Context: an optimization exercise on an open-source flow, tuned for small area, a short achievable clock period and few clock cycles. The choices shown serve that exercise and are no tape-out recipe.
At most, simulation tests tie the RTL to the original design; equivalence was not proved.
For runs 2 and 3, only the layout was checked, not whether the RTL still works.
Power and IR drop assume default switching activity.

==> flow/design.v (outline; a module is shown in full before it is edited, if it fits) <==
// module matrix_mult_pipelined_10: 2433 lines
// module mm10_fa: 4 lines
module matrix_mult_pipelined_10 #(parameter DATA_WIDTH = 8)(
    input clk,
    input rst,
    input in_valid,
    input [7:0] in_data,
    output reg in_ready,
    output reg out_valid,
    output reg [2*DATA_WIDTH-1:0] out_data
);
  // ...
==> flow/flow/run.sh <==
#!/bin/bash
# Standard layout (the standard.sh: unchanged synthesis and steps), with
# repair_timing asked to keep a larger setup slack than the default, so the
# resizer also speeds up paths that already meet the 10 ns clock.
bash standard.sh SETUP_SLACK_MARGIN=6.65 finish > standard.log 2>&1
==> flow/standard.sh <==
#!/bin/bash
# synth_recipe.tcl (not shown) runs the flow's synth.tcl, then flattens the netlist and writes it again
# the make line also repeats each setting of config.mk as NAME=value (left out here)
make -C /OpenROAD-flow-scripts/flow DESIGN_CONFIG=/design/flow/config.mk WORK_HOME=/design/flow/orfs CLKGATE_MAP_FILE= SYNTH_SCRIPT=/design/flow/synth_recipe.tcl "${@:-finish}"
==> flow/config.mk <==
export PLATFORM = sky130hd
export DESIGN_NAME = matrix_mult_pipelined_10
export DESIGN_NICKNAME = matrix_mult_pipelined_10
export VERILOG_FILES = /design/flow/design.v
export SDC_FILE = /design/flow/constraint.sdc
export NUM_CORES = 4
export LEC_CHECK = 0
export CAP_MARGIN = 20
export CORE_MARGIN = 2
export CORE_UTILIZATION = 65
export CTS_CLUSTER_DIAMETER = 100
export CTS_CLUSTER_SIZE = 30
export PLACE_DENSITY = 0.75
export SLEW_MARGIN = 20
export SYNTH_HIERARCHICAL = 1
export SYNTH_MINIMUM_KEEP_SIZE = 0
==> flow/constraint.sdc <==
create_clock -name core_clock -period 10.0 [get_ports {clk}]
set_input_delay 2.0000 -clock core_clock [delete_from_list [all_inputs] [get_ports {clk}]]
set_output_delay 2.0000 -clock core_clock [all_outputs]
set_load 0.01 [all_outputs]
==> flow_summary.ini, run 1 <==
[power]
combPwrFrac_pct = 3.3
power.total_mw = 12.28
clockPowerShare_pct = 29.8
p_sw_share_pct = 21.35

[cells_and_area]
reg.largest.list = ra: 800 flops, rb: 800 flops, ah: 80 flops
area_growth_pct = 7.522
finalNonFillerCells = 5039
seq_area_share_pct = 63.92
largest_cell_class = sequential cells

[global_routing]
grt_overflow = 0
grt_start_max_net_pins = 56
use_met1_pct = 34.90
track_usage_pct = 25.35

[detailed_routing]
wl_met3_mm = 7.245
wl_met1_mm = 47.05

[min_path]
worstHoldPathCells = 0

[logic_synthesis]
synth_flop_cell = dfxtp_1
synth_top_family_by_area = adder cells
ys_top_cells_by_area = dfxtp_1 (63%), fa_1 (20%), nand2_1 (4.2%)
seq_area_frac_synth_pct = 68.48

[outcome]
status = complete, no violations

[place]
dp.cells = 4837
io_buffers = 28

[critical_path]
worstSetupStartpointType = flop
crit_path_max_fanout = 3
crit_type = reg -> reg
critical_path.cell_chain = nand2_1 > fa_1 > fa_1 > fa_1 > fa_1 > fa_1
worstPathArrival_ps = 4050

[cts]
cts_tree = yes

[sta]
worst_pin_slew_ps = 956.8
fin_setup_tns_ps = 0
Testbench counts, summed over its fixed seeds: cycles 10,360.
==> inputs of run 2 (changes only) <==
--- a/flow/design.v
+++ b/flow/design.v
@@ -9,94 +9,82 @@
 );
     integer x, k;
     reg [3:0] ph_t, ph_u;      
     reg [3:0] ix_t, ix_u;      
     reg       half;            
     reg       cact;            
     reg       trl;             
     reg [3:0] e;               
-    reg       wr_a;            
-    reg       wr_b;            
-    reg       wr_last;         
-    reg [7:0] din_r;
     wire fire = in_valid & in_ready;
+    wire wr_a = fire & ~half;   
+    wire wr_b = fire & half;    
     wire ph_u9 = (ph_u == 4'd9);
     wire ph_t9 = (ph_t == 4'd9);
     wire ph99  = ph_u9 & ph_t9;
     wire ix_u9 = (ix_u == 4'd9);
     wire ix_t9 = (ix_t == 4'd9);
     wire ix0   = (ix_u == 4'd0) & (ix_t == 4'd0);
     wire ph_t9u0 = ph_t9 & (ph_u == 4'd0);
     wire ph89  = (ph_t == 4'd8) & ph_u9;
     wire lt_e  = (ph_u < e);                                     
     wire present = wr_b | lt_e;
     wire start90 = ph_t9u0 & present;
     wire okc = ph_t9 & (ph_t9u0 | trl) & present;                
     wire fail = ph_t9 & ~ph_t9u0 & trl & ~present;
     wire row0_v = okc & ~lt_e;                                   
     wire cact_n  = (okc & ph_u9) | (cact & ~ph89);
-    wire idle_nf = ix0 & ~half & ~cact_n;           
+    wire idle_nf = ix0 & ~half & ~(cact & ~ph89);
     wire [3:0] p1_u = ph_u9 ? 4'd0 : ph_u + 4'd1;   
     wire [3:0] p1_t = ph_u9 ? (ph_t9 ? 4'd0 : ph_t + 4'd1) : ph_t;
-    wire       p1_u9 = (p1_u == 4'd9);
-    wire       p1_t9 = (p1_t == 4'd9);
-    wire [3:0] p2_u = p1_u9 ? 4'd0 : p1_u + 4'd1;   
-    wire [3:0] p2_t = p1_u9 ? (p1_t9 ? 4'd0 : p1_t + 4'd1) : p1_t;
-    wire aligned_nf = (p2_u == ix_u) & (p2_t == ix_t);
+    wire aligned_nf = (p1_u == ix_u) & (p1_t == ix_t);
     wire rdy_nf = idle_nf | aligned_nf;             
-    wire [3:0] pn_u = idle_nf ? 4'd9 : p1_u;        
-    wire [3:0] pn_t = idle_nf ? 4'd9 : p1_t;
+    wire [3:0] pn_u = idle_nf ? 4'd0 : p1_u;        
+    wire [3:0] pn_t = idle_nf ? 4'd0 : p1_t;
     wire [3:0] i1_u = ix_u9 ? 4'd0 : ix_u + 4'd1;   
     wire [3:0] i1_t = ix_u9 ? (ix_t9 ? 4'd0 : ix_t + 4'd1) : ix_t;
     wire       i1_h = (ix_u9 & ix_t9) ? ~half : half;
-    wire       last = half & ix_u9 & ix_t9;
     always @(posedge clk or posedge rst) begin
         if (rst) begin
-            ph_t <= 4'd9; ph_u <= 4'd9;
+            ph_t <= 4'd0; ph_u <= 4'd0;
             ix_t <= 4'd0; ix_u <= 4'd0;
             half <= 1'b0;
             cact <= 1'b0;
             trl <= 1'b0;
             e <= 4'd0;
-            wr_a <= 1'b0; wr_b <= 1'b0; wr_last <= 1'b0;
             in_ready <= 1'b0;
         end else begin
             in_ready <= fire | rdy_nf;
             ph_t <= fire ? p1_t : pn_t;
             ph_u <= fire ? p1_u : pn_u;
-            wr_a <= fire & ~half;
-            wr_b <= fire & half;
-            wr_last <= fire & last;
             if (fire) begin
                 ix_t <= i1_t; ix_u <= i1_u; half <= i1_h;
             end
             cact <= cact_n;
             trl <= okc;
             if (okc & ph_u9)
                 e <= 4'd0;
             else if (fail)
                 e <= ph_u;
         end
     end
-    always @(posedge clk) din_r <= in_data;
     reg [7:0] ra [0:99];
     always @(posedge clk) begin
         for (x = 99; x > 0; x = x - 1) ra[x] <= ra[x-1];
-        ra[0] <= wr_a ? din_r : ra[99];
+        ra[0] <= wr_a ? in_data : ra[99];
     end
     reg [7:0] rb [0:99];    
     always @(posedge clk) begin
         for (k = 0; k < 10; k = k + 1) begin
             for (x = 9; x > 0; x = x - 1) rb[10*k+x] <= rb[10*k+x-1];
-            rb[10*k] <= (wr_b && ph_t == k) ? din_r : rb[10*k+9];
+            rb[10*k] <= (wr_b && ph_t == k) ? in_data : rb[10*k+9];
         end
     end
     reg [7:0] ah [0:9];
-    wire ld_row = (cact & (ph_u == 4'd0)) | start90;
+    wire ld_row = (cact & (ph_u == 4'd0)) | (ph_t9u0 & half);
     always @(posedge clk) begin
         if (ld_row)
             for (k = 0; k < 10; k = k + 1) ah[k] <= ra[89-k];
     end
     wire [7:0] ah0 = ah[0], ah1 = ah[1], ah2 = ah[2], ah3 = ah[3], ah4 = ah[4],
                ah5 = ah[5], ah6 = ah[6], ah7 = ah[7], ah8 = ah[8], ah9 = ah[9];
     wire [7:0] bb0 = rb[0],  bb1 = rb[10], bb2 = rb[20], bb3 = rb[30], bb4 = rb[40],
                bb5 = rb[50], bb6 = rb[60], bb7 = rb[70], bb8 = rb[80], bb9 = rb[90];
==> run 2 against run 1 <==
Sequential power down 5.6%. Worst setup slack worse by 62 ps. Via count down 0.61%. Die area down 0.86%. Non-clock buffer count up 22. Clock-buffer cell count down 2. Area after synthesis down 0.87%. First-iteration DRC count up 0.86%. Cell area down 0.14%. Register-to-register slack worse by 60 ps. Critical path type unchanged.
==> flow_summary.ini, run 2 <==
[outcome]
status = complete, no violations

[cts]
cts.sinks = 1935
h-tree-depth = 3
cts_buffers = 75
cts_tree = yes
root_buffer = clkbuf_16
path_clk_slew_ps = 110
cts.hold.buffers_added = 0
cts_buffer_depth = 3
clock_latency_ps = 700

[cells_and_area]
final_common_cell = dfxtp_1
area_growth_pct = 8.315
final_area_um2 = 62550
drive_gt1_share_pct = 11.78
most-common-layout-cells = dfxtp_1 (1774), nand2_1 (619), fa_1 (544)
finalNonFillerCells = 5012
nNetsFinal = 4459
reg.largest.list = ra: 800 flops, rb: 800 flops, ah: 80 flops

[critical_path]
path_common_cell = fa_2
crit_path_max_fanout = 5
crit_type = reg -> reg
cpPeakStageDelay_ps = 620
worstSetupStartpointType = flop
critPathCaptureType = flop
critPathSlowestCell = fa_2
r2r_slack_ps = 6540
worstPathArrival_ps = 4100
critical_path.cell_chain = buf_6 > nand2_1 > fa_1 > fa_1 > fa_2 > fa_2 > fa_2
worst_ep_required_time_ps = 10640

[min_path]
holdCritPathClass = reg -> reg

[floorplanning]
initial_utilization_pct = 65.45
core_um2 = 88240
ios = 29
die_area_um2 = 91250
fp-row-count = 109
die_w_um = 302.1
dieHeight_um = 302.1

[detailed_routing]
avgViaCountPerCell = 5.175
vias = 25940
drc = 0
wl_per_cell_um = 22.13
first_iter_violations = 2225
ant_nets = 0
wl_mm = 110.9
dr.pass1.iters = 6

[logic_synthesis]
synth-edff-count = 80
synth_flop_cell = dfxtp_1
yosysTopAreaCellShare_pct = 63.33
synth_area_um2 = 57750
synth_top_area_cell = dfxtp_1
seq_area_frac_synth_pct = 68.71
yosys-top-cells-count = dfxtp_1 (1827), nand2_1 (642), fa_1 (593)
synth_nets = 4399
yosysWarnings = 10
synthCells = 3761
yosysMostFrequentCell = dfxtp_1
synth_cell_types = 46
yosys_register_bits = 1935
ys_top_cells_by_area = dfxtp_1 (63%), fa_1 (21%), nand2_1 (4.2%)
async_reset_ff_share_pct = 1.447
synth_area_per_cell_um2 = 15.35

[global_routing]
track_usage_pct = 25.09
grt_pass1_wl_mm = 164.8
grt_pass1_vias = 27020
grt_overflow = 0
grt_start_max_net_pins = 54
antenna_found_initial = 5

[sta]
period_share_pct = 34.61
maxSlewHeadroom_pct = 37.65
min_period_ps = 3461
whs_ps = 315.3
report.final.hold_viol_count = 0
fmax_mhz = 288.9
rsz0062_at_grt = true
slew_violations = 0
final-setup-viol-count = 0
worst_pin_slew_ps = 932.4
worst_slack_ps = 6539
fin_skew_ps = 31.45
fin_setup_tns_ps = 0

[power]
p_leak_nw = 20.79
ir_worst_vdd_uv = 260.9
power_density_nw_per_um2 = 182.3

[place]
globalplace.congestion = 0.9320
dpl-instance-area_um2 = 58910
io_buffers = 28
place_hpwl_mm = 78.49
place_ws_ps = 5651
dp.cells = 4788

[job]
max_cap_viol_count = 0
-- run 2: cell types whose count changed in the layout (fill, tap and decap cells not counted), sizes merged, moves of 4 or more --
cell,change
a21o,+6
buf,+22
dfstp,-4
dfxtp,-8
ha,-5
nand2,-16
nand3,-8
nand3b,-4
nor2,+4
-- run 2: cell type report --
cell class	count	area [µm²]
Antenna cell	1	2.502
Sequential cell	1935	39850
Timing Repair Buffer	157	1403
Clock inverter	7	112.6
Clock buffer	95	1994
Fill cell	5614	25690
Tap cell	1165	1458
Inverter	86	322.8
Multi-Input combinational cell	1566	17410
-- run 2: path summary, 6_finish.rpt --
| check | from | to | depth (start not counted) |
|---|---|---|---|
| setup / recovery | ah[3][5]$_DFFE_PP_ | q1662$_DFF_P_ | 7 |
| hold / removal | ra[19][6]$_DFF_P_ | ra[20][6]$_DFF_P_ | 0 |
| setup reg to reg | ah[3][5]$_DFFE_PP_ | q1662$_DFF_P_ | 7 |
| hold reg to reg | ra[19][6]$_DFF_P_ | ra[20][6]$_DFF_P_ | 0 |
| max in group asynchronous | rst | e[0]$_DFFE_PP0P_ | 2 |
| min in group asynchronous | rst | vp[1]$_DFF_PP0_ | 2 |
-- run 2: through the flow --
step,total power [mW],util [%]
4_1_cts,11.50,70.16
3_3_place_gp,7.971,66.76
2_1_floorplan,7.956,-
6_report,11.41,70.89
3_5_place_dp,7.972,66.76
5_1_grt,11.76,70.89
-- run 2: critical path, delay by kind of cell (launching register included) --
family | cells | cell delay (ps)
adder cells (fa/ha/maj) | 5 | 2630
flip-flops | 1 | 570
AND/OR/NAND/NOR | 1 | 60
buffers and inverters | 1 | 160
-- run 2: per-module statistics from Yosys, one instance, submodules excluded --
module | times used | flip-flops and latches | cells
mm10_fa | 592 | 0 | 1
matrix_mult_pipelined_10 | 1 | 1935 | 3169
-- run 2: cells by family after synthesis --
family | after synthesis | share of synthesized area [%]
XOR/XNOR | 47 | 0.7128
AND/OR/NAND/NOR | 738 | 5.126
multiplexers | 93 | 1.805
AO/OA/AOI/OAI | 60 | 0.6586
adder cells (fa/ha/maj) | 627 | 21.29
buffers and inverters | 261 | 1.696
flip-flops | 1935 | 68.71
-- run 2: routing by layer --
| metal | vias up | routed length [µm] | GRT usage, % |
|---|---|---|---|
| met5 | - | 0 | 0.1553 |
| met4 | 0 | 5647 | 11.15 |
| met3 | 264 | 7912 | 4.855 |
| met2 | 1081 | 50810 | 39.02 |
| met1 | 13020 | 46520 | 34.83 |
| li1 | 11570 | - | - |
-- run 2: power breakdown --
part	internal [mW]	switching (mW)	total (mW)
sequential	7.75	0.00804	7.75
clock	1.44	2.18	3.62
combinational	0.0105	0.0193	0.0298
-- run 2: what timing repair did --
action / CTS / global route
setup endpoints to repair: 141 / 169
cloned: 0 / 1
setup buffers: 80 / 40
pin swaps: 26 / 56
resized for setup: 123 / 103
==> inputs of run 3 (changes only) <==
--- a/flow/config.mk
+++ b/flow/config.mk
@@ -9,7 +9,7 @@
 export CORE_MARGIN = 2
 export CORE_UTILIZATION = 65
 export CTS_CLUSTER_DIAMETER = 100
-export CTS_CLUSTER_SIZE = 30
+export CTS_CLUSTER_SIZE = 25
 export PLACE_DENSITY = 0.75
 export SLEW_MARGIN = 20
 export SYNTH_HIERARCHICAL = 1
==> run 3 against run 2 <==
Clock skew decreased by 11 ps. Cell area increased by 0.18%. Final cell count about the same. Sequential power about the same. Utilization increased by 0.12 points. Global-route usage increased by 0.21 points. Via count increased by 0.28%. First-iteration DRC count increased by 0.18%.
==> flow_summary.ini, run 3 <==
[sta]
maxSlewHeadroom_pct = 31.63
worst_slack_ps = 6534
report.final.hold_viol_count = 0
final-setup-viol-count = 0
min_period_ps = 3466
fmax_mhz = 288.5
rsz0062_at_grt = true
period_share_pct = 34.66
fin_setup_tns_ps = 0
slew_violations = 0
fin_skew_ps = 20.78
worst_pin_slew_ps = 1024

[detailed_routing]
dr.pass1.iters = 6
wl_mm = 111.3
wl_per_cell_um = 22.20
ant_nets = 0
vias = 26010
avgViaCountPerCell = 5.188
first_iter_violations = 2229
drc = 0

[logic_synthesis]
ys_top_cells_by_area = dfxtp_1 (63%), fa_1 (21%), nand2_1 (4.2%)
synth-edff-count = 80
yosys-top-cells-count = dfxtp_1 (1827), nand2_1 (642), fa_1 (593)
yosys_register_bits = 1935
synth_compound_area_share_pct = 0.6587
synth_top_area_cell = dfxtp_1
muxShareOfSynthArea_pct = 1.805
synth_area_um2 = 57750
async_reset_ff_share_pct = 1.447
synth_nets = 4399
synth_area_per_cell_um2 = 15.35
yosysMostFrequentCell = dfxtp_1
seq_area_frac_synth_pct = 68.71
synth-simple-area-share_pct = 5.126
synth_xor_area_share_pct = 0.7128
synth_top_family_by_area = adder cells
synth_flop_cell = dfxtp_1
yosysWarnings = 10
synth_cell_types = 46
synthCells = 3761
synthAdderAreaFrac_pct = 21.29
yosysTopAreaCellShare_pct = 63.33

[cells_and_area]
multi_input_area_um2 = 17300
drive_gt1_share_pct = 10.97
nNetsFinal = 4461
reg.largest.list = ra: 800 flops, rb: 800 flops, ah: 80 flops
final_common_cell = dfxtp_1
area_growth_pct = 8.506
most-common-layout-cells = dfxtp_1 (1774), nand2_1 (632), fa_1 (560)
regArea_um2 = 39850
fillers = 5577
finalNonFillerCells = 5013

[place]
place_ws_ps = 5651
io_buffers = 28
dp.cells = 4788
place_hpwl_mm = 78.49
globalplace.congestion = 0.9320

[critical_path]
worst_ep_required_time_ps = 10650
crit_type = reg -> reg
crit_path_max_fanout = 3
worstSetupStartpointType = flop
worstPathArrival_ps = 4110
critPathCaptureType = flop

[floorplanning]
fp-row-count = 109
ios = 29
core_um2 = 88240
initial_utilization_pct = 65.45
dieHeight_um = 302.1
die_area_um2 = 91250
die_w_um = 302.1

[cts]
root_buffer = clkbuf_16
cts_buffers = 88
cts_buffer_depth = 3
h-tree-depth = 3
cts.hold.buffers_added = 0
cts_tree = yes
path_clk_slew_ps = 100
clock_latency_ps = 700
cts.sinks = 1935

[outcome]
status = complete, no violations

[min_path]
holdCritPathClass = reg -> reg

[global_routing]
antenna_found_initial = 5
track_usage_pct = 25.30
grt_start_max_net_pins = 54
grt_overflow = 0
grt_pass1_vias = 27250
grt_pass1_wl_mm = 165.9

[power]
ir_worst_vdd_uv = 236.9
power_density_nw_per_um2 = 186.0
p_leak_nw = 20.86

[job]
max_cap_viol_count = 0
## run 3: modules after synthesis (local to each module, per instance)
module / cells inside / flops+latches / copies in the design / cell area, µm²
matrix_mult_pipelined_10: 3169 / 1935 / 1 / 45900
mm10_fa: 1 / 0 / 592 / 20.02
## run 3: cell type report
class                      count  share of cell area [%]
sequential                  1935                   63.59
multi-input combinational   1566                   27.61
clock buffer                 108                   3.736
tap                         1165                   2.326
timing repair buffer         146                   2.083
inverter                      86                  0.5152
clock inverter                 6                  0.1378
antenna                        1                0.003994
## run 3: timing repair
action	in CTS	in global routing
pin swaps	35	38
setup buffers	72	37
cloned	1	0
endpoints found under the setup margin	168	157
endpoints found under the hold margin	0	0
gates resized for setup	135	50
## run 3: final timing paths
path,slack [ps],start,cells after the start,endpoint
max,6530,ah[4][1]$_DFFE_PP_,6,q1673$_DFF_P_
max reg2reg,6530,ah[4][1]$_DFFE_PP_,6,q1673$_DFF_P_
min reg2reg,320,ra[14][3]$_DFF_P_,0,ra[15][3]$_DFF_P_
min,320,ra[14][3]$_DFF_P_,0,ra[15][3]$_DFF_P_
max in group asynchronous,7960,rst,2,ix_t[0]$_DFFE_PP0P_
min in group asynchronous,1670,rst,2,out_valid$_DFF_PP0_
## run 3: routing by layer
layer	vias up	GRT usage, %	share of wire, %
li1	11580	-	-
met1	13050	34.76	42
met2	1114	39.45	46
met3	269	4.956	7.4
met4	0	11.72	5.3
met5	-	0.1553	0
## run 3: cells by family after synthesis
kind of cell,count (synthesis)
DFF,1935
buffers and inverters,261
xor gates and xnor gates,47
AOI/OAI and AO/OA,60
and+or+nand+nor,738
muxes,93
adders and majority gates,627
## run 3: where the power goes
group          internal (mW)  switching [mW]
combinational         0.0105          0.0193
clock                   1.67            2.20
sequential              7.74         0.00800
total                   9.42            2.23
## run 3: metrics by stage
stage | hold WS [ps] | area, µm² | total power [mW] | util (%)
after global routing | 329.7 | 62660 | 12.02 | 71.01
after detailed placement | 312.1 | 58910 | 7.972 | 66.76
after global placement | 309.5 | 58910 | 7.971 | 66.76
final | 320.0 | 62660 | 11.65 | 71.01
after CTS | 323.6 | 62200 | 11.74 | 70.49
after floorplan | 309.6 | 57760 | 7.956 | -
## run 3: worst max-delay path, stage by stage (launching register included)
cell and delay, ps:
edfxtp_1 510, nand2_1 150, fa_1 540, fa_1 560, fa_1 600, fa_2 490, fa_2 570

## what the ideal ports hide
Ports are ideal in the flow. The routed layouts listed here were re-timed in OpenROAD. Step 1, drivers: a clkbuf_16 drives clk and a buf_2 each remaining input, both assumed. Step 2 times the ports against the registers' clock, not the clock port: input delays grow and output delays shrink by t, the midpoint of the rising clock arrivals with the driver on. Three values: ideal, step 1, step 2; two values: the first two.
run	t, ns	setup WS [ns]	worst setup path after step 2	worst slew at a driven data input, ns
run 1	0.748	6.601 / 6.601 / 6.195	input to register	0.03
run 2	0.736	6.539 / 6.539 / 5.921	input to register	0.04
run 3	0.758	6.534 / 6.534 / 5.990	input to register	0.04
After both steps setup and hold are still met in every run listed. The setup slack of run 2, which loses most, moves by 0.000 ns with the drivers and by -0.618 ns with both steps.
